From an optimization exercise on the open Yosys and OpenROAD flow, aimed at small area; shortcuts taken in it are not production practice. Function was checked by simulation only, so behaviour that the tests miss may differ from the original. No activity file was given, so power comes from the tool's default toggle rates.

try-yarrow:
==> flow/design.v (excerpt) <==
module top_level (
    input  wire         clk_100mhz,
    output logic [15:0] led,
    input  wire  [15:0] sw,
    input  wire  [ 4:0] btn,
    output logic        spk,
    output logic        aud_sd_n,
    input wire JA1
);
  assign aud_sd_n = 1'b1;   
  assign led[7:0] = sw[7:0];
  assign led[15] = 1'b0;
  logic sys_rst;
  assign sys_rst = btn[0];
  logic [3:0] freq_m;
  logic [3:0] freq_s;
  logic [3:0] shift_sw;   
  always_ff @(posedge clk_100mhz) begin
    freq_m   <= sw[15:12];
    freq_s   <= sw[11:8];
    shift_sw <= sw[7:4];
  end
  logic [21:0] wave_period;
  divider my_divide (
      .clk(clk_100mhz),
      .rst(sys_rst),
      .freq_m(freq_m),
      .freq_s(freq_s),
      .period(wave_period)
  );
  logic [21:0] square_count;
  counter #(
      .W(22)
  ) wave_count (
      .clk(clk_100mhz),
      .rst(sys_rst),
      .period(wave_period),
      .count(square_count)
  );
  logic square_state;
  logic impulse_approx;
  logic square_wave;
  always_ff @(posedge clk_100mhz) begin
    if (sys_rst) begin
  ...
Size in the first run: ~1500 flip-flops, roughly 41 I/O pins, roughly 57000 µm² of cells after synthesis.
Settings: LEC_CHECK=0, CAP_MARGIN=0, CORE_MARGIN=2, CORE_UTILIZATION=45, GPL_TIMING_DRIVEN=0, SLEW_MARGIN=0, SYNTH_MEMORY_MAX_BITS=32768; clock period 14.0 ns.
standard.sh (not shown) runs the stock make flow with config.mk's settings and CLKGATE_MAP_FILE= SYNTH_SCRIPT=/design/flow/synth_recipe.tcl, a recipe that flattens the netlist after the stock synthesis.
==> flow/flow/run.sh <==
#!/bin/bash
# Layout flow: the standard ORFS flow (standard.sh) with one change in
# synthesis: combinational logic is mapped with an area-oriented ABC script
# (flow/abc_area_map.script) instead of ORFS's delay-oriented one, and Yosys's
# early "abc -fast" inside synth is skipped (-noabc) so that the hand-built
# full-adder trees reach extract_fa as written.  Registers, their names and
# cell types are exactly those of the standard synthesis; floorplan,
# placement, routing and finishing are the standard ones.  Clock tree
# synthesis runs with the standard options plus -dont_use_dummy_load (no
# dummy load cells added to balance the tree).
set -euo pipefail
WORK=$(pwd)

# private copy of ORFS's scripts with the ABC script replaced
rm -rf "$WORK/scripts_area"
cp -r "$FLOW_HOME/scripts" "$WORK/scripts_area"
cp "$WORK/flow/abc_area_map.script" "$WORK/scripts_area/abc_speed.script"
cp "$WORK/flow/abc_area_map.script" "$WORK/scripts_area/abc_area.script"
export SCRIPTS_DIR="$WORK/scripts_area"
export SYNTH_OPERATIONS_ARGS="-noabc"
export CTS_ARGS="-sink_clustering_enable -repair_clock_nets -buf_list sky130_fd_sc_hd__clkbuf_4 -dont_use_dummy_load"

bash standard.sh synth > "$WORK/synth.log" 2>&1
bash standard.sh > "$WORK/layout.log" 2>&1
==> flow/flow/abc_area_map.script <==
strash
dc2
&get -n
&dch -f
&nf -R 1000
&put
strash
dc2
&get -n
&dch -f
&nf -R 1000
&put
topo
try-yarrow: flow complete, layout not clean; failing: capacitance limit, slew limit
Modified inputs, try-zinc compared to try-yarrow
diff --git a/flow/flow/run.sh b/flow/flow/run.sh
--- a/flow/flow/run.sh
+++ b/flow/flow/run.sh
@@ -7,6 +7,6 @@
 # cell types are exactly those of the standard synthesis; floorplan,
 # placement, routing and finishing are the standard ones.  Clock tree
-# synthesis runs with the standard options plus -dont_use_dummy_load (no
-# dummy load cells added to balance the tree).
+# synthesis uses clkbuf_4 buffers, clusters of at most 10 sinks within 60 um,
+# and no dummy load cells (-dont_use_dummy_load).
 set -euo pipefail
 WORK=$(pwd)
@@ -19,5 +19,5 @@
 export SCRIPTS_DIR="$WORK/scripts_area"
 export SYNTH_OPERATIONS_ARGS="-noabc"
-export CTS_ARGS="-sink_clustering_enable -repair_clock_nets -buf_list sky130_fd_sc_hd__clkbuf_4 -dont_use_dummy_load"
+export CTS_ARGS="-sink_clustering_enable -repair_clock_nets -buf_list sky130_fd_sc_hd__clkbuf_4 -sink_clustering_size 10 -sink_clustering_max_diameter 60 -dont_use_dummy_load"
 
 bash standard.sh synth > "$WORK/synth.log" 2>&1
diff --git a/flow/config.mk b/flow/config.mk
--- a/flow/config.mk
+++ b/flow/config.mk
@@ -6,8 +6,7 @@
 export NUM_CORES = 4
 export LEC_CHECK = 0
-export CAP_MARGIN = 0
+export CAP_MARGIN = 20
 export CORE_MARGIN = 2
 export CORE_UTILIZATION = 45
-export GPL_TIMING_DRIVEN = 0
-export SLEW_MARGIN = 0
+export SLEW_MARGIN = 20
 export SYNTH_MEMORY_MAX_BITS = 32768
## What came out
Changes observed in try-zinc relative to try-yarrow: relative area of non-clock buffer cells in the final design moved up, clock skew moved down. Worst hold slack on try-zinc is ahead of try-yarrow. In the metrics for try-yarrow and try-zinc, the one carrying the lower global-route usage is try-yarrow. try-zinc vs try-yarrow: non-clock buffer count up in try-zinc. try-zinc does better than try-yarrow on reported clock group power. try-zinc went all the way through synthesis, placement and routing and the layout is clean on timing, DRC and antenna.
[inputs] try-nickel vs try-zinc
diff --git a/flow/flow/run.sh b/flow/flow/run.sh
--- a/flow/flow/run.sh
+++ b/flow/flow/run.sh
@@ -7,5 +7,5 @@
 # cell types are exactly those of the standard synthesis; floorplan,
 # placement, routing and finishing are the standard ones.  Clock tree
-# synthesis uses clkbuf_4 buffers, clusters of at most 10 sinks within 60 um,
+# synthesis uses clkbuf_4 buffers, clusters of at most 8 sinks within 60 um,
 # and no dummy load cells (-dont_use_dummy_load).
 set -euo pipefail
@@ -19,5 +19,5 @@
 export SCRIPTS_DIR="$WORK/scripts_area"
 export SYNTH_OPERATIONS_ARGS="-noabc"
-export CTS_ARGS="-sink_clustering_enable -repair_clock_nets -buf_list sky130_fd_sc_hd__clkbuf_4 -sink_clustering_size 10 -sink_clustering_max_diameter 60 -dont_use_dummy_load"
+export CTS_ARGS="-sink_clustering_enable -repair_clock_nets -buf_list sky130_fd_sc_hd__clkbuf_4 -sink_clustering_size 8 -sink_clustering_max_diameter 60 -dont_use_dummy_load"
 
 bash standard.sh synth > "$WORK/synth.log" 2>&1
diff --git a/flow/config.mk b/flow/config.mk
--- a/flow/config.mk
+++ b/flow/config.mk
@@ -8,5 +8,5 @@
 export CAP_MARGIN = 20
 export CORE_MARGIN = 2
-export CORE_UTILIZATION = 45
+export CORE_UTILIZATION = 50
 export SLEW_MARGIN = 20
 export SYNTH_MEMORY_MAX_BITS = 32768
Notes after the runs:
Comparing the two runs side by side, try-nickel comes out behind try-zinc on wire length of the first global-routing pass.
Final cycle utilization of the critical path ended up 3.6 points higher on try-nickel than on try-zinc.
Reported for try-nickel and try-zinc, area after synthesis turned out identical to the last digit.
From try-zinc to try-nickel, cell count after synthesis did not move at all.
The run with more routed wire is try-nickel, not try-zinc.
Summary — vertical die dimension, try-nickel relative to try-zinc: lower, by 18 µm.
Input changes introduced in try-raven (baseline for comparison: try-nickel):
diff --git a/flow/config.mk b/flow/config.mk
--- a/flow/config.mk
+++ b/flow/config.mk
@@ -8,5 +8,5 @@
 export CAP_MARGIN = 20
 export CORE_MARGIN = 2
-export CORE_UTILIZATION = 50
-export SLEW_MARGIN = 20
+export CORE_UTILIZATION = 45
+export SLEW_MARGIN = 10
 export SYNTH_MEMORY_MAX_BITS = 32768
[summary]
try-raven | stages: all done | timing, DRC, antenna: all pass. Going from try-nickel to try-raven, wire length went down 3.7%; overall power consumption now sits lower. Looking at worst setup slack across try-raven and try-nickel, the one that comes out lower is try-nickel.

port drivers added, routing unchanged:
How much do the figures lean on ideal ports? The routed layouts below were timed once more, with nothing changed but the port constraints. Step 1 assumes that a clkbuf_16 drives the clock port and a buf_2 every other input. Step 2, shift: input delay + t, output delay - t, t = (earliest + latest rising clock arrival at the registers) / 2. This alone moves slack from input paths to output paths. a / b / c = no drivers / after step 1 / after step 2; a / b = the first two.
run	t, ns	setup slack, ns	latest minus earliest clock arrival (ns)	worst slew at a driven data input, ns	pins driven straight from the clock port
try-yarrow	1.305	0.684 / 0.684 / 0.684	0.221 / 0.221	0.10	1
try-zinc	1.249	1.260 / 1.260 / 1.260	0.154 / 0.154	0.09	1
try-nickel	1.236	0.763 / 0.763 / 0.763	0.218 / 0.218	0.06	1
try-raven	1.218	1.369 / 1.369 / 1.369	0.211 / 0.212	0.09	1
